This design comes from an exercise in tuning for small area on the open sky130 flow, not from production work. Function not checked in this run: the RTL went through the layout flow alone. Power figures rest on the tool's default switching activity, not on a simulated workload.

$ cat flow/design.v
module fifo # (
	parameter DATA_WIDTH = 32,
	parameter DEPTH = 16,
	parameter LOG2DEPTH = 4
) (
	input clk,
	input reset_n,
	input i_flush,
	input [DATA_WIDTH-1:0] i_data,
	input i_write_enable,
	output o_full,
	output [DATA_WIDTH-1:0] o_data,
	input i_read_enable,
	output o_empty,
	output o_almost_empty
);
	reg [DATA_WIDTH-1:0] ram [0:DEPTH-1];
	reg [LOG2DEPTH-1:0] r_read_addr, r_write_addr;
	reg [LOG2DEPTH:0] r_count;
	wire w_enqueue, w_dequeue;
	assign w_dequeue = i_read_enable & !o_empty;
	assign w_enqueue = i_write_enable & (!o_full | i_read_enable);
	always @(posedge clk or negedge reset_n) begin
		if (!reset_n) begin
			r_write_addr <= 0;
		end else begin
			if (i_flush) begin
				r_write_addr <= 0;
			end else if (w_enqueue) begin
				if (r_write_addr == DEPTH-1) begin
					r_write_addr <= 0;
				end else begin
					r_write_addr <= r_write_addr + 1;
				end
			end
		end
	end
	integer  i;
	always @(posedge clk or negedge reset_n) begin
		if (!reset_n) begin
			for (i = 0; i < DEPTH; i = i + 1) begin
				ram[i] <= 0;
			end
		end else if (w_enqueue) begin
			ram[r_write_addr] <= i_data;
		end
	end
	always @(posedge clk or negedge reset_n) begin
		if (!reset_n) begin
			r_read_addr <= 0;
		end else begin
			if (i_flush) begin
				r_read_addr <= 0;
			end else if (w_dequeue) begin
				if (r_read_addr == DEPTH-1) begin
					r_read_addr <= 0;
				end else begin
					r_read_addr <= r_read_addr + 1;
				end
			end
		end
	end
	always @(posedge clk or negedge reset_n) begin
		if (!reset_n) begin
			r_count <= 0;
		end else begin
			if (i_flush) begin
				r_count <= 0;
			end else begin
				if (!o_full & i_write_enable & !w_dequeue) begin
					r_count <= r_count + 1;
				end else if (w_dequeue & !i_write_enable) begin
					r_count <= r_count - 1;
				end
			end
		end
	end
	assign o_full = (r_count == DEPTH);
	assign o_empty = (r_count == 0);
	assign o_almost_empty = (r_count <= 1);
	assign o_data = ~o_empty ? ram[r_read_addr] : 0;
endmodule
module command_control #(
	parameter RESET_CYCLES = 100
) (
	input wire clk,
	input wire reset_n,
	output wire [(32 - 1):0] o_addr,
	output wire [(32 - 1):0] o_write_data,
	output wire o_write_valid,
	input wire i_write_ready,
	input wire [(32 - 1):0] i_read_data,
	output wire o_read_req,
	input wire i_read_valid,
	input wire [((1 + 4 + 4 + 16) - 1):0] usb_flit_data,
	output wire [(8 - 1):0] o_response,
	input wire usb_rd_n,
	input wire usb_wr_n,
	input wire usb_ce_n,
	output wire usb_isout,
	output wire o_sw_reset_n
);
	wire w_parity;
	wire [4-1:0] w_flit_type;
	wire [4-1:0] w_flit_data_len;
	wire [16-1:0] w_flit_payload;
	assign {w_parity, w_flit_type, w_flit_data_len, w_flit_payload} = usb_flit_data;
	wire w_parity_error;
	assign w_parity_error = ^usb_flit_data != 0;
	reg [(32 - 1):0] r_addr;
	localparam STATE_W = 11;
	localparam STATE_WAIT_B = 0;
	localparam STATE_WAIT = 1 << STATE_WAIT_B;				 
	localparam STATE_READ_ADDR_B = 1;
	localparam STATE_READ_ADDR = 1 << STATE_READ_ADDR_B;	 
	localparam STATE_WAIT_READ_B = 2;
	localparam STATE_WAIT_READ = 1 << STATE_WAIT_READ_B;	 
	localparam STATE_SEND_READY_B = 3;
	localparam STATE_SEND_READY = 1 << STATE_SEND_READY_B;	 
	localparam STATE_SEND_DATA_B = 4;
	localparam STATE_SEND_DATA = 1 << STATE_SEND_DATA_B;	 
	localparam STATE_WRITE_ADDR_B = 5;
	localparam STATE_WRITE_ADDR = 1 << STATE_WRITE_ADDR_B;	 
	localparam STATE_WRITE_UPPER_B = 6;
	localparam STATE_WRITE_UPPER = 1 << STATE_WRITE_UPPER_B; 
	localparam STATE_WRITE_LOWER_B = 7;
	localparam STATE_WRITE_LOWER = 1 << STATE_WRITE_LOWER_B; 
	localparam STATE_SYNC_WRITE_B = 8;
	localparam STATE_SYNC_WRITE = 1 << STATE_SYNC_WRITE_B;	 
	localparam STATE_RESET_B = 9;
	localparam STATE_RESET = 1 << STATE_RESET_B;			 
	localparam STATE_RESPOND_B = 10;
	localparam STATE_RESPOND = 1 << STATE_RESPOND_B;		 
	reg [STATE_W-1:0] r_state;
	reg [(8 - 1):0] r_response;
	reg [16-1:0] r_recv_data_count;
	wire w_read_enable;
	wire w_write_enable;
	reg r_usb_ce_n;
	always @(posedge clk or negedge reset_n) begin
		if (!reset_n) begin
			r_usb_ce_n <= 1'b1;
		end else begin
			r_usb_ce_n <= usb_ce_n;
		end
	end
	assign w_read_enable = r_usb_ce_n == 1'b1 && usb_ce_n == 1'b0 && usb_rd_n == 1'b0;
	assign w_write_enable = r_usb_ce_n == 1'b1 && usb_ce_n == 1'b0 && usb_wr_n == 1'b0;
	reg [4-1:0] r_write_data_len;
	reg [(32 - 1):0] r_write_data;
	reg [16:0] r_write_data_count;
	wire w_write_buf_dequeue;
	reg r_write_buf_enqueue;
	wire w_write_buf_flush;
	wire w_write_buf_empty;
	wire [(32 - 1):0] w_write_buf_data;
	fifo write_buffer (
		.clk(clk),
		.reset_n(reset_n),
		.i_flush(w_write_buf_flush),
		.i_data(r_write_data),
		.i_write_enable(r_write_buf_enqueue),
		.o_full(),
		.o_data(w_write_buf_data),
		.i_read_enable(w_write_buf_dequeue),
		.o_empty(w_write_buf_empty),
		.o_almost_empty()
	);
	assign w_write_buf_dequeue = o_write_valid && i_write_ready;
	assign w_write_buf_flush = r_state[STATE_WAIT_B] && !w_write_buf_empty;
	reg [4-1:0] r_read_data_len;
	reg [16:0] r_read_data_count;
	reg r_read_buf_dequeue;
	wire w_read_buf_enqueue;
	wire w_read_buf_empty;
	wire [(32 - 1):0] w_read_buf_data;
	wire w_read_buf_flush;
	reg r_read_valid;  
	fifo read_buffer (
		.clk(clk),
		.reset_n(reset_n),
		.i_data(i_read_data),
		.i_write_enable(w_read_buf_enqueue),
		.i_flush(w_read_buf_flush),
		.o_full(),
		.o_data(w_read_buf_data),
		.i_read_enable(r_read_buf_dequeue),
		.o_empty(w_read_buf_empty),
		.o_almost_empty()
	);
	always @(posedge clk or negedge reset_n) begin
		if (!reset_n) begin
			r_read_valid <= 0;
		end else begin
			r_read_valid <= i_read_valid;
		end
	end
	assign w_read_buf_enqueue = r_state[STATE_WAIT_READ_B] && i_read_valid && r_read_data_count <= r_read_data_len;
	assign o_read_req = r_state[STATE_WAIT_READ_B] & !r_read_valid;
	assign w_read_buf_flush = r_state[STATE_WAIT_B] && !w_read_buf_empty;
	wire w_state_reset;
	assign w_state_reset = usb_flit_data[(1 + 4 + 4 + 16)-1:8] == 17'h0FF_FF && w_read_enable;
	localparam RESET_COUNT_W = $clog2(RESET_CYCLES);
	reg [RESET_COUNT_W-1:0] r_reset_count;
	always @(posedge clk or negedge reset_n) begin
		if (!reset_n) begin
			r_state <= STATE_WAIT;
			r_recv_data_count <= 0;
			r_write_data <= 0;
			r_read_data_len <= 0;
			r_write_data_len <= 0;
			r_addr <= 0;
			r_write_buf_enqueue <= 0;
			r_response <= 8'hff;
			r_reset_count <= 0;
		end else begin
			r_write_buf_enqueue <= 0;
			if (w_state_reset) begin
				r_state <= STATE_WAIT;
			end else begin
				case (r_state)
					STATE_WAIT: begin
						if (w_write_enable) begin
							if (w_parity_error) begin
								r_response <= 8'h01;
								r_state <= STATE_RESPOND;
							end else begin
								case (w_flit_type)
									4'h0: begin
										r_state <= STATE_READ_ADDR;
										r_read_data_len <= w_flit_data_len;
										r_addr <= {w_flit_payload, 16'h0000};
									end
									4'h2: begin
										r_state <= STATE_WRITE_ADDR;
										r_write_data_len <= w_flit_data_len;
										r_recv_data_count <= 0;
										r_addr <= {w_flit_payload, 16'h0000};
									end
									4'h6: begin
										r_state <= STATE_RESET;
										r_reset_count <= 0;
									end
									default: begin
										r_response <= 8'h02;
										r_state <= STATE_RESPOND;
									end
								endcase
							end
						end
					end
					STATE_READ_ADDR: begin
						if (w_write_enable) begin
							if (w_parity_error) begin
								r_response <= 8'h01;
								r_state <= STATE_RESPOND;
							end else if (w_flit_type == 4'h1) begin
								r_addr[(16 - 1):0] <= w_flit_payload;
								r_state <= STATE_WAIT_READ;
							end else begin
								r_response <= 8'h01;
								r_state <= STATE_RESPOND;
							end
						end
					end
					STATE_WRITE_ADDR: begin
						if (w_write_enable) begin
							if (w_parity_error) begin
								r_response <= 8'h01;
								r_state <= STATE_RESPOND;
							end else if (w_flit_type == 4'h3) begin
								r_addr[(16 - 1):0] <= w_flit_payload;
								r_state <= STATE_WRITE_UPPER;
							end else begin
								r_response <= 8'h02;
								r_state <= STATE_RESPOND;
							end
						end
					end
					STATE_WRITE_UPPER: begin
						if (w_write_enable) begin
							if (w_parity_error) begin
								r_response <= 8'h01;
								r_state <= STATE_RESPOND;
							end else if (w_flit_type == 4'h4) begin
								r_state <= STATE_WRITE_LOWER;
								r_write_data <= {w_flit_payload, 16'h0000};
							end else begin
								r_response <= 8'h02;
								r_state <= STATE_RESPOND;
							end
						end
					end
					STATE_WRITE_LOWER: begin
						if (w_write_enable) begin
							if (w_parity_error) begin
								r_response <= 8'h01;
								r_state <= STATE_RESPOND;
							end else if (w_flit_type == 4'h5) begin
								r_write_data[(16 - 1):0] <= w_flit_payload;
								r_write_buf_enqueue <= 1;
								if (r_recv_data_count == r_write_data_len) begin
									r_state <= STATE_SYNC_WRITE;
								end else begin
									r_recv_data_count <= r_recv_data_count + 1;
									r_state <= STATE_WRITE_UPPER;
								end
							end else begin
								r_response <= 8'h02;
								r_state <= STATE_RESPOND;
							end
						end
					end
					STATE_SYNC_WRITE: begin
						if (w_write_buf_empty && !r_write_buf_enqueue) begin
							r_response <= 8'h00;
							r_state <= STATE_RESPOND;
						end
					end
					STATE_WAIT_READ: begin
						if (r_read_data_count == r_read_data_len + 1) begin
							r_state <= STATE_SEND_READY;
						end
					end
					STATE_SEND_READY: begin
						if (w_read_enable) begin
							r_state <= STATE_SEND_DATA;
						end
					end
					STATE_SEND_DATA: begin
						if (w_read_buf_empty) begin
							r_response <= 8'h00;
							r_state <= STATE_RESPOND;
						end
					end
					STATE_RESET: begin
						if (r_reset_count == RESET_CYCLES) begin
							r_state <= STATE_RESPOND;
							r_response <= 8'h00;
						end else begin
							r_reset_count <= r_reset_count + 1;
						end
					end
					STATE_RESPOND: begin
						if (w_read_enable) begin
							r_state <= STATE_WAIT;
						end
					end
				endcase
			end
		end
	end
	always @(posedge clk or negedge reset_n) begin
		if (!reset_n) begin
			r_read_data_count <= 0;
		end else begin
			if (r_state[STATE_READ_ADDR_B]) begin
				r_read_data_count <= 0;
			end else if (r_state[STATE_WAIT_READ_B] && r_read_data_count <= r_read_data_len) begin
				if (i_read_valid) begin
					r_read_data_count <= r_read_data_count + 1;
				end
			end
		end
	end
	always @(posedge clk or negedge reset_n) begin
		if (!reset_n) begin
			r_write_data_count <= 0;
		end else begin
			if (r_state[STATE_WRITE_ADDR_B]) begin
				r_write_data_count <= 0;
			end else if (w_write_buf_dequeue) begin
				r_write_data_count <= r_write_data_count + 1;
			end
		end
	end
	reg [1:0] r_byte_count;
	always @(posedge clk or negedge reset_n) begin
		if (!reset_n) begin
			r_byte_count <= 0;
			r_read_buf_dequeue <= 0;
		end else begin
			r_read_buf_dequeue <= 0;
			if (r_state[STATE_SEND_DATA_B]) begin
				if (w_read_enable) begin
					if (r_byte_count == 3) begin
						r_byte_count <= 0;
						r_read_buf_dequeue <= 1;
					end else begin
						r_byte_count <= r_byte_count + 1;
					end
				end
			end
		end
	end
	reg [(8 - 1):0] r_response_out;
	reg [1:0] r_isout_pipe;
	always @(posedge clk or negedge reset_n) begin
		if (!reset_n) begin
			r_response_out <= 8'hff;
			r_isout_pipe <= 0;
		end else begin
			r_isout_pipe <= {r_isout_pipe[0], (usb_ce_n == 1'b0 && usb_rd_n == 1'b0)};
			if (w_read_enable) begin
				case (r_state)
					STATE_SEND_READY: begin
						r_response_out <= 8'h03;
					end
					STATE_SEND_DATA: begin
						r_response_out <= w_read_buf_data[r_byte_count * 8 +: 8];
					end
					STATE_RESPOND: begin
						r_response_out <= r_response;
					end
					default: begin
						r_response_out <= 8'hff;
					end
				endcase
			end
		end
	end
	assign o_response = r_response_out;
	assign usb_isout = r_isout_pipe[1];
	assign o_addr = (r_state[STATE_WAIT_READ_B]) ? r_addr + (r_read_data_count * 4) :
					(o_write_valid) ? r_addr + (r_write_data_count * 4) : 0;
	assign o_write_data = w_write_buf_data;
	assign o_write_valid = (r_state[STATE_WRITE_UPPER_B] || r_state[STATE_WRITE_LOWER_B] ||
							r_state[STATE_SYNC_WRITE_B]) && !w_write_buf_empty;
	assign o_sw_reset_n = r_state[STATE_RESET_B] ? 1'b0 : 1'b1;
endmodule
`timescale 1 ns / 1 ps
	module usb_interface_v1_0_M00_AXI #
	(
		parameter  C_M_START_DATA_VALUE	= 32'h00000000,
		parameter  C_M_TARGET_SLAVE_BASE_ADDR	= 32'h00000000,
		parameter integer C_M_AXI_ADDR_WIDTH	= 32,
		parameter integer C_M_AXI_DATA_WIDTH	= 32,
		parameter integer C_M_TRANSACTIONS_NUM	= 4
	)
	(
		input wire [(32 - 1):0] i_addr,
		input wire [(32 - 1):0] i_write_data,
		input wire i_write_valid,
		output wire o_write_ready,
		output wire [(32 - 1):0] o_read_data,
		input wire i_read_req,
		output wire o_read_data_valid,
		input wire  M_AXI_ACLK,
		input wire  M_AXI_ARESETN,
		output wire [C_M_AXI_ADDR_WIDTH-1 : 0] M_AXI_AWADDR,
		output wire [2 : 0] M_AXI_AWPROT,
		output wire  M_AXI_AWVALID,
		input wire  M_AXI_AWREADY,
		output wire [C_M_AXI_DATA_WIDTH-1 : 0] M_AXI_WDATA,
		output wire [C_M_AXI_DATA_WIDTH/8-1 : 0] M_AXI_WSTRB,
		output wire  M_AXI_WVALID,
		input wire  M_AXI_WREADY,
		input wire [1 : 0] M_AXI_BRESP,
		input wire  M_AXI_BVALID,
		output wire  M_AXI_BREADY,
		output wire [C_M_AXI_ADDR_WIDTH-1 : 0] M_AXI_ARADDR,
		output wire [2 : 0] M_AXI_ARPROT,
		output wire  M_AXI_ARVALID,
		input wire  M_AXI_ARREADY,
		input wire [C_M_AXI_DATA_WIDTH-1 : 0] M_AXI_RDATA,
		input wire [1 : 0] M_AXI_RRESP,
		input wire  M_AXI_RVALID,
		output wire  M_AXI_RREADY
	);
	reg r_axi_awvalid, r_axi_wvalid, r_axi_bready;
	reg r_axi_arvalid, r_axi_rready;
	reg [C_M_AXI_ADDR_WIDTH-1 : 0] 	r_axi_awaddr;
	reg [C_M_AXI_DATA_WIDTH-1 : 0] 	r_axi_wdata;
	reg [C_M_AXI_ADDR_WIDTH-1 : 0] 	r_axi_araddr;
	reg [C_M_AXI_DATA_WIDTH-1 : 0] r_read_data;
	reg r_rvalid;
	reg r_read_req, r_read_req_delayed;
	reg r_write_valid, r_write_valid_delayed;
	reg r_axi_awready, r_axi_wready;
	wire w_raise_read_req;
	wire w_raise_write_valid;
	assign w_raise_read_req = r_read_req && ~r_read_req_delayed;
	assign w_raise_write_valid = r_write_valid && ~r_write_valid_delayed;
	assign M_AXI_AWADDR	= C_M_TARGET_SLAVE_BASE_ADDR + r_axi_awaddr;
	assign M_AXI_WDATA	= r_axi_wdata;
	assign M_AXI_AWPROT	= 3'b000;
	assign M_AXI_AWVALID	= r_axi_awvalid;
	assign M_AXI_WVALID	= r_axi_wvalid;
	assign M_AXI_WSTRB	= 4'b1111;
	assign M_AXI_BREADY	= r_axi_bready;
	assign M_AXI_ARADDR	= C_M_TARGET_SLAVE_BASE_ADDR + r_axi_araddr;
	assign M_AXI_ARVALID	= r_axi_arvalid;
	assign M_AXI_ARPROT	= 3'b001;
	assign M_AXI_RREADY = i_read_req;
	assign o_write_ready = r_axi_awready && r_axi_wready;
	assign o_read_data_valid = r_rvalid;
	assign o_read_data = r_read_data;
	always @(posedge M_AXI_ACLK) begin
		if (M_AXI_ARESETN == 0) begin
			r_read_req <= 0;
			r_read_req_delayed <= 0;
			r_write_valid <= 0;
			r_write_valid_delayed <= 0;
		end else begin
			r_read_req <= i_read_req;
			r_read_req_delayed <= r_read_req;
			r_write_valid <= i_write_valid;
			r_write_valid_delayed <= r_write_valid;
		end
	end
	always @(posedge M_AXI_ACLK) begin
		if (M_AXI_ARESETN == 0) begin
			r_axi_awvalid <= 1'b0;
		end else begin
			if (w_raise_write_valid) begin
				r_axi_awvalid <= 1'b1;
			end else if (M_AXI_AWREADY && r_axi_awvalid) begin
				r_axi_awvalid <= 1'b0;
			end
		end
	end
	always @(posedge M_AXI_ACLK) begin
		if (M_AXI_ARESETN == 0) begin
			r_axi_wvalid <= 1'b0;
		end else if (w_raise_write_valid) begin
			r_axi_wvalid <= 1'b1;
 		end else if (M_AXI_WREADY && r_axi_wvalid) begin
			r_axi_wvalid <= 1'b0;
		end
	end
	always @(posedge M_AXI_ACLK) begin
		if (M_AXI_ARESETN == 0) begin
			r_axi_awready <= 1'b0;
			r_axi_wready <= 1'b0;
		end else begin
			if (r_axi_awready && r_axi_wready) begin
				r_axi_awready <= 1'b0;
				r_axi_wready <= 1'b0;
			end else begin
				if (M_AXI_AWREADY) begin
					r_axi_awready <= 1'b1;
				end
				if (M_AXI_WREADY) begin
					r_axi_wready <= 1'b1;
				end
			end
		end
	end
	always @(posedge M_AXI_ACLK) begin
		if (M_AXI_ARESETN == 0) begin
			r_axi_bready <= 1'b0;
		end else if (M_AXI_BVALID && ~r_axi_bready) begin
			r_axi_bready <= 1'b1;
		end else if (r_axi_bready) begin
			r_axi_bready <= 1'b0;
		end
	end
	always @(posedge M_AXI_ACLK) begin
		if (M_AXI_ARESETN == 0) begin
			r_axi_arvalid <= 1'b0;
		end else if (w_raise_read_req) begin
			r_axi_arvalid <= 1'b1;
		end	else if (M_AXI_ARREADY && r_axi_arvalid) begin
				r_axi_arvalid <= 1'b0;
		end
	end
	always @(posedge M_AXI_ACLK) begin
		if (M_AXI_ARESETN == 0) begin
			r_read_data <= 0;
			r_rvalid <= 0;
		end else begin
			r_rvalid <= M_AXI_RVALID;
			if (M_AXI_RVALID) begin
				r_read_data <= M_AXI_RDATA;
			end
		end
	end
	always @(posedge M_AXI_ACLK) begin
		if (M_AXI_ARESETN == 0) begin
			r_axi_awaddr <= 0;
		end else if (w_raise_write_valid) begin
			r_axi_awaddr <= i_addr;
		end
	end
	always @(posedge M_AXI_ACLK) begin
		if (M_AXI_ARESETN == 0) begin
			r_axi_wdata <= C_M_START_DATA_VALUE;
		end else if (w_raise_write_valid) begin
			r_axi_wdata <= i_write_data;
		end
	end
	always @(posedge M_AXI_ACLK) begin
		if (M_AXI_ARESETN == 0) begin
			r_axi_araddr <= 0;
		end else if (w_raise_read_req) begin
			r_axi_araddr <= i_addr;
		end
	end
endmodule
`timescale 1 ns / 1 ps
module usb_interface_v1_0 #
(
	parameter RESET_CYCLES = 100,
	parameter  C_M00_AXI_START_DATA_VALUE	= 32'h00000000,
	parameter  C_M00_AXI_TARGET_SLAVE_BASE_ADDR	= 32'h00000000,
	parameter integer C_M00_AXI_ADDR_WIDTH	= 32,
	parameter integer C_M00_AXI_DATA_WIDTH	= 32,
	parameter integer C_M00_AXI_TRANSACTIONS_NUM	= 4
) (
	input wire [(8 - 1):0] usb_data_in,
	output wire [(8 - 1):0] usb_data_out,
	output wire usb_data_oe,
	input wire [(1 + 4 + 4 + 16)-8-1:0] usb_addr,
	input wire usb_rd_n,
	input wire usb_wr_n,
	input wire usb_ce_n,
	output wire sw_reset_n,
	input wire  m00_axi_aclk,
	input wire  m00_axi_aresetn,
	output wire [C_M00_AXI_ADDR_WIDTH-1 : 0] m00_axi_awaddr,
	output wire [2 : 0] m00_axi_awprot,
	output wire  m00_axi_awvalid,
	input wire  m00_axi_awready,
	output wire [C_M00_AXI_DATA_WIDTH-1 : 0] m00_axi_wdata,
	output wire [C_M00_AXI_DATA_WIDTH/8-1 : 0] m00_axi_wstrb,
	output wire  m00_axi_wvalid,
	input wire  m00_axi_wready,
	input wire [1 : 0] m00_axi_bresp,
	input wire  m00_axi_bvalid,
	output wire  m00_axi_bready,
	output wire [C_M00_AXI_ADDR_WIDTH-1 : 0] m00_axi_araddr,
	output wire [2 : 0] m00_axi_arprot,
	output wire  m00_axi_arvalid,
	input wire  m00_axi_arready,
	input wire [C_M00_AXI_DATA_WIDTH-1 : 0] m00_axi_rdata,
	input wire [1 : 0] m00_axi_rresp,
	input wire  m00_axi_rvalid,
	output wire  m00_axi_rready
);
	wire [(32 - 1):0] w_addr_from_usb;
	wire [(32 - 1):0] w_usb_write_data;
	wire w_usb_write_valid;
	wire w_usb_write_ready;
	wire [(32 - 1):0] w_usb_read_data;
	wire w_usb_read_req;
	wire w_usb_read_valid;
	wire w_is_output;
	wire [(8 - 1):0] w_usb_in_data;
	wire [(8 - 1):0] w_usb_out_data;
	usb_interface_v1_0_M00_AXI # (
		.C_M_START_DATA_VALUE(C_M00_AXI_START_DATA_VALUE),
		.C_M_TARGET_SLAVE_BASE_ADDR(C_M00_AXI_TARGET_SLAVE_BASE_ADDR),
		.C_M_AXI_ADDR_WIDTH(C_M00_AXI_ADDR_WIDTH),
		.C_M_AXI_DATA_WIDTH(C_M00_AXI_DATA_WIDTH),
		.C_M_TRANSACTIONS_NUM(C_M00_AXI_TRANSACTIONS_NUM)
	) usb_interface_v1_0_M00_AXI_inst (
		.i_addr(w_addr_from_usb),
		.i_write_data(w_usb_write_data),
		.i_write_valid(w_usb_write_valid),
		.o_write_ready(w_usb_write_ready),
		.o_read_data(w_usb_read_data),
		.i_read_req(w_usb_read_req),
		.o_read_data_valid(w_usb_read_valid),
		.M_AXI_ACLK(m00_axi_aclk),
		.M_AXI_ARESETN(m00_axi_aresetn),
		.M_AXI_AWADDR(m00_axi_awaddr),
		.M_AXI_AWPROT(m00_axi_awprot),
		.M_AXI_AWVALID(m00_axi_awvalid),
		.M_AXI_AWREADY(m00_axi_awready),
		.M_AXI_WDATA(m00_axi_wdata),
		.M_AXI_WSTRB(m00_axi_wstrb),
		.M_AXI_WVALID(m00_axi_wvalid),
		.M_AXI_WREADY(m00_axi_wready),
		.M_AXI_BRESP(m00_axi_bresp),
		.M_AXI_BVALID(m00_axi_bvalid),
		.M_AXI_BREADY(m00_axi_bready),
		.M_AXI_ARADDR(m00_axi_araddr),
		.M_AXI_ARPROT(m00_axi_arprot),
		.M_AXI_ARVALID(m00_axi_arvalid),
		.M_AXI_ARREADY(m00_axi_arready),
		.M_AXI_RDATA(m00_axi_rdata),
		.M_AXI_RRESP(m00_axi_rresp),
		.M_AXI_RVALID(m00_axi_rvalid),
		.M_AXI_RREADY(m00_axi_rready)
	);
	assign w_usb_in_data = usb_data_in;
	assign usb_data_out = w_usb_out_data;
	assign usb_data_oe = w_is_output;
	command_control #(
		.RESET_CYCLES(RESET_CYCLES)
	) command_control_inst (
		.clk(m00_axi_aclk),
		.reset_n(m00_axi_aresetn),
		.o_addr(w_addr_from_usb),
		.o_write_data(w_usb_write_data),
		.o_write_valid(w_usb_write_valid),
		.i_write_ready(w_usb_write_ready),
		.i_read_data(w_usb_read_data),
		.o_read_req(w_usb_read_req),
		.i_read_valid(w_usb_read_valid),
		.o_sw_reset_n(sw_reset_n),
		.o_response(w_usb_out_data),
		.usb_rd_n(usb_rd_n),
		.usb_wr_n(usb_wr_n),
		.usb_ce_n(usb_ce_n),
		.usb_flit_data({usb_addr, w_usb_in_data}),
		.usb_isout(w_is_output)
	);
endmodule
$ cat flow/run.sh
#!/bin/bash
# synth_recipe.tcl (not shown) runs the flow's synth.tcl, then flattens the netlist and writes it again
# the make line also repeats each setting of config.mk as NAME=value (left out here)
make -C /OpenROAD-flow-scripts/flow DESIGN_CONFIG=/design/flow/config.mk WORK_HOME=/design/flow/orfs CLKGATE_MAP_FILE= SYNTH_SCRIPT=/design/flow/synth_recipe.tcl finish
$ cat flow/config.mk
export PLATFORM = sky130hd
export DESIGN_NAME = usb_interface_v1_0
export DESIGN_NICKNAME = usb_interface_v1_0
export VERILOG_FILES = /design/flow/design.v
export SDC_FILE = /design/flow/constraint.sdc
export NUM_CORES = 4
export LEC_CHECK = 0
export CAP_MARGIN = 20
export CORE_MARGIN = 2
export CORE_UTILIZATION = 40
export PLACE_DENSITY = 0.6
export SLEW_MARGIN = 20
$ cat flow/constraint.sdc
create_clock -name core_clock -period 10.0 [get_ports {m00_axi_aclk}]
set_input_delay 2.0000 -clock core_clock [delete_from_list [all_inputs] [get_ports {m00_axi_aclk}]]
set_output_delay 2.0000 -clock core_clock [all_outputs]
set_load 0.01 [all_outputs]
==> run notes <==
CP max stage cell=nand2_1; Final Util=~46%; Async S/R FF share, synth=89.7%; Seq/Total Area, Yosys=a little over half; Fin. Hold Viols=0; DRT antenna net count=0; hold buffers post-CTS=0; final worst setup slack=4.66 ns; Synth Flop Type=dfrtp_1; Syn Inst Count=5125; Slowest Stage Delay on Critical Path=0.87 ns; Initial Util=about 40%; # DRC=0; clock slew at reported path FFs=0.06 ns; Skew-Pair Late Insertion Delay=about 0.80 ns; minimum clock period=approximately 5.3 ns; Syn. warnings=4; critical path peak fanout=25; post-CTS resize count=0; DP Worst Slack=just under 4 ns; Total GRT Usage=24.0%; wire per inst=roughly 26 um; dpl hpwl=108000 um; Critical path buffers and inverters=1; Power Total=approximately 13 mW; CTS tree=yes; iteration count of the initial detailed-routing pass=6; Die X=between 300 and 400 um; initial antenna violation count=3; unrepaired setup endpoints after global routing=false; Die Ht=around 400 um; Pleak=32.5 nW; status=timing/DRC/antenna clean; first-pass GRT wire length=287000 um; pwr/cell area=around 190 mW/mm2; worst setup path category=input pin to flop; grt total ovfl=0; CTS Root Cell=clkbuf_16; # port buffers=~180; buffer count from post-CTS setup fixing=0; filler instances=approximately 14000; CP Launch Point=usb_addr[5]; drt first-iter violations=around 3500; Synth Register Bits=about 1300; Max VDD drop=between 0.0001 and 0.00015 V; final wirelength=between 150000 and 200000 um; Worst Hold Launch=command_control_inst.r_isout_pipe[0]; Final Cycle Share=roughly 53%; vias=43400; Clock Tree Buf Depth=3; Num CTS Buffers=between 100 and 150; # clock sinks=approximately 1300; slew margin rel.=between 20 and 25%; final setup TNS=0 ns; RePlAce Congestion=~0.88; max-cap violations=0; final net count=roughly 5300; Core ar.=0.154 mm2; Std-Cell Rows=~140; vias in the first global route=43600; Post-synth EDFFs=0; Synth cell types=between 90 and 100; DR vias/cell=5.94; CP delay by family, top=XOR/XNOR gates; Fmax=187 MHz; largest net degree at the start of global routing=~170; htree depth=4; crit path DAT=around 6 ns; Critical Path RT=roughly 11 ns; Tightest Pin Transition=approximately 1.1 ns; worst min path class=flop to flop; clk_skew=0.0471 ns; Final setup viols=0; crit end category=flop; Die ar.=about 0.16 mm2; CP Cell Sequence=clkdlybuf4s50_1 > ha_1 > xor2_1 > xnor2_1 > xnor2_1 > xor2_1 > o21bai_1 > nand2_1 > nand2_1 > o21ai_0; layout cell share with drive strength beyond 1=between 20% and 30%; CP startpoint kind=input pin; Mapped Area=between 0.06 and 0.07 mm2; Worst R2R Start=command_control_inst.read_buffer.r_count[0]; max-slew violations=0; num ports=approximately 190; P&R area growth vs syn=14.2%; Syn Area/Cell=between 10 and 15 um2
==> worst paths after layout <==
kind | endpoint | slack [ns] | depth (start not counted)
setup / recovery | command_control_inst.r_addr[16] | 4.66 | 10
hold / removal | command_control_inst.r_isout_pipe[1] | 0.37 | 0
setup reg to reg | command_control_inst.r_read_data_len[0] | 5.08 | 8
hold reg to reg | command_control_inst.r_isout_pipe[1] | 0.37 | 0
max in group asynchronous | command_control_inst.read_buffer.ram[11][18] | 5.99 | 4
min in group asynchronous | command_control_inst.write_buffer.ram[0][15] | 1.12 | 1
==> layer usage <==
metal  wire length (um)  vias up  part of all wire [%]  track usage, %
met4               5900        2                   3.1            8.08
met3              12600      331                   6.6            3.76
met2              86900     1523                    46            37.7
met5                 13        -                0.0068               0
met1              85100    22700                    45            33.9
li1                   -    18900                     -               -
==> cell usage in the layout, fill, tap and decap left out, types with 93 or more instances in the layout <==
master,n
nand2_1,218
dfrtp_1,1193
a21oi_1,177
o21ai_0,123
buf_4,114
dfxtp_1,139
nand3_1,135
mux2_2,1073
clkbuf_16,147
clkdlybuf4s50_1,175
nor2_1,199
nand4_1,93
a22oi_1,254
==> Yosys cell counts (24+ instances only) <==
cell type | n | area share, %
dfrtp_1 | 1196 | 48
mux2_2 | 1073 | 20
clkbuf_1 | 301 | 1.8
a22oi_1 | 254 | 3.1
nand2_1 | 231 | 1.4
nor2_1 | 204 | 1.2
a21oi_1 | 177 | 1.4
dfxtp_1 | 139 | 4.5
nand3_1 | 135 | 1.1
o21ai_0 | 123 | 1.0
nand4_1 | 93 | 0.94
a22o_1 | 90 | 1.3
buf_1 | 84 | 0.51
ha_1 | 81 | 1.6
inv_1 | 73 | 0.44
a221oi_1 | 67 | 0.95
mux2i_1 | 63 | 1.0
and3_1 | 61 | 0.62
xnor2_1 | 55 | 0.78
o221ai_1 | 40 | 0.57
buf_2 | 36 | 0.29
nor3_1 | 36 | 0.29
xor2_1 | 34 | 0.48
a31oi_1 | 32 | 0.32
nor2b_1 | 29 | 0.29
a211oi_1 | 27 | 0.33
and2_1 | 24 | 0.24
nand2b_1 | 24 | 0.24
==> power breakdown <==
| part | switching, mW | leakage, nW | internal, mW |
|---|---|---|---|
| Combinational | 0.705 | 12.3 | 0.677 |
| Sequential | 0.317 | 17.7 | 5.93 |
| Clock | 2.37 | 2.43 | 3.18 |
| Total | 3.39 | 32.5 | 9.79 |
==> cell families (layout without fill, tap and decap cells) <==
logic type / Yosys count / in the layout / synth area share, %
flops: 1348 / 1348 / 53.5
mux: 1137 / 1137 / 20.6
compound gates: 1001 / 1001 / 11.6
simple gates: 956 / 956 / 7.92
buf+inv: 506 / 639 / 3.23
xor+xnor: 90 / 90 / 1.30
fa+ha+maj: 85 / 85 / 1.77
other cells: 2 / 11 / 0.0122
==> state kept, by name (all words and copies together) (netlist names), 16 cells and up <==
signal / cells
usb_interface_v1_0_M00_AXI_inst.r_axi_araddr: 32
command_control_inst.r_recv_data_count: 16
command_control_inst.r_read_data_count: 17
command_control_inst.read_buffer.ram: 512
usb_interface_v1_0_M00_AXI_inst.r_read_data: 32
command_control_inst.write_buffer.ram: 512
usb_interface_v1_0_M00_AXI_inst.r_axi_awaddr: 32
command_control_inst.r_addr: 32
command_control_inst.r_write_data_count: 17
usb_interface_v1_0_M00_AXI_inst.r_axi_wdata: 32
command_control_inst.r_write_data: 32
==> area by class of cell <==
class	count	area (um2)	share of cell area (%)
flip-flops and latches	1348	33100	46.9
clock inverters	47	651	0.923
repair buffers	295	2710	3.85
multi-input cells	3279	26900	38.2
clock buffers	224	4330	6.14
well taps	2044	2560	3.63
diodes	1	2.50	0.00355
inverters	73	277	0.392
==> through the flow <==
stage	hold slack [ns]	cells	instance area [um2]
final	0.373	7311	70500
after global routing	0.383	7310	70500
after CTS	0.372	7310	70500
after detailed placement	0.358	7039	65500
after global placement	0.351	7039	65500
after floorplan	0.331	5133	61800

## afterwards: timing with drivers on the ports
How much do the figures lean on ideal ports? The routed layout below was timed once more, with nothing changed but the port constraints.
Step 1 (the two cells are an assumption about what drives the block):
set clk [get_ports {m00_axi_aclk}]
set_driving_cell -lib_cell sky130_fd_sc_hd__clkbuf_16 $clk
set_driving_cell -lib_cell sky130_fd_sc_hd__buf_2 [delete_from_list [all_inputs] $clk]
Step 2 moves the port delays by t, midway between the first and last clock arrival at a register: inputs arrive t later, outputs are due t later. That takes back most of the time a late clock gives input paths.
Three values: ideal, step 1, step 2; two values: the first two.
t (ns): 0.853
setup WS [ns]: 4.662 / 4.669 / 3.816
worst setup path at the end: input to register
worst data-port slew with drivers (ns): 0.12
After both steps setup and hold are still met in this run. The setup slack of this run moves by +0.007 ns with the drivers and by -0.846 ns with both steps.
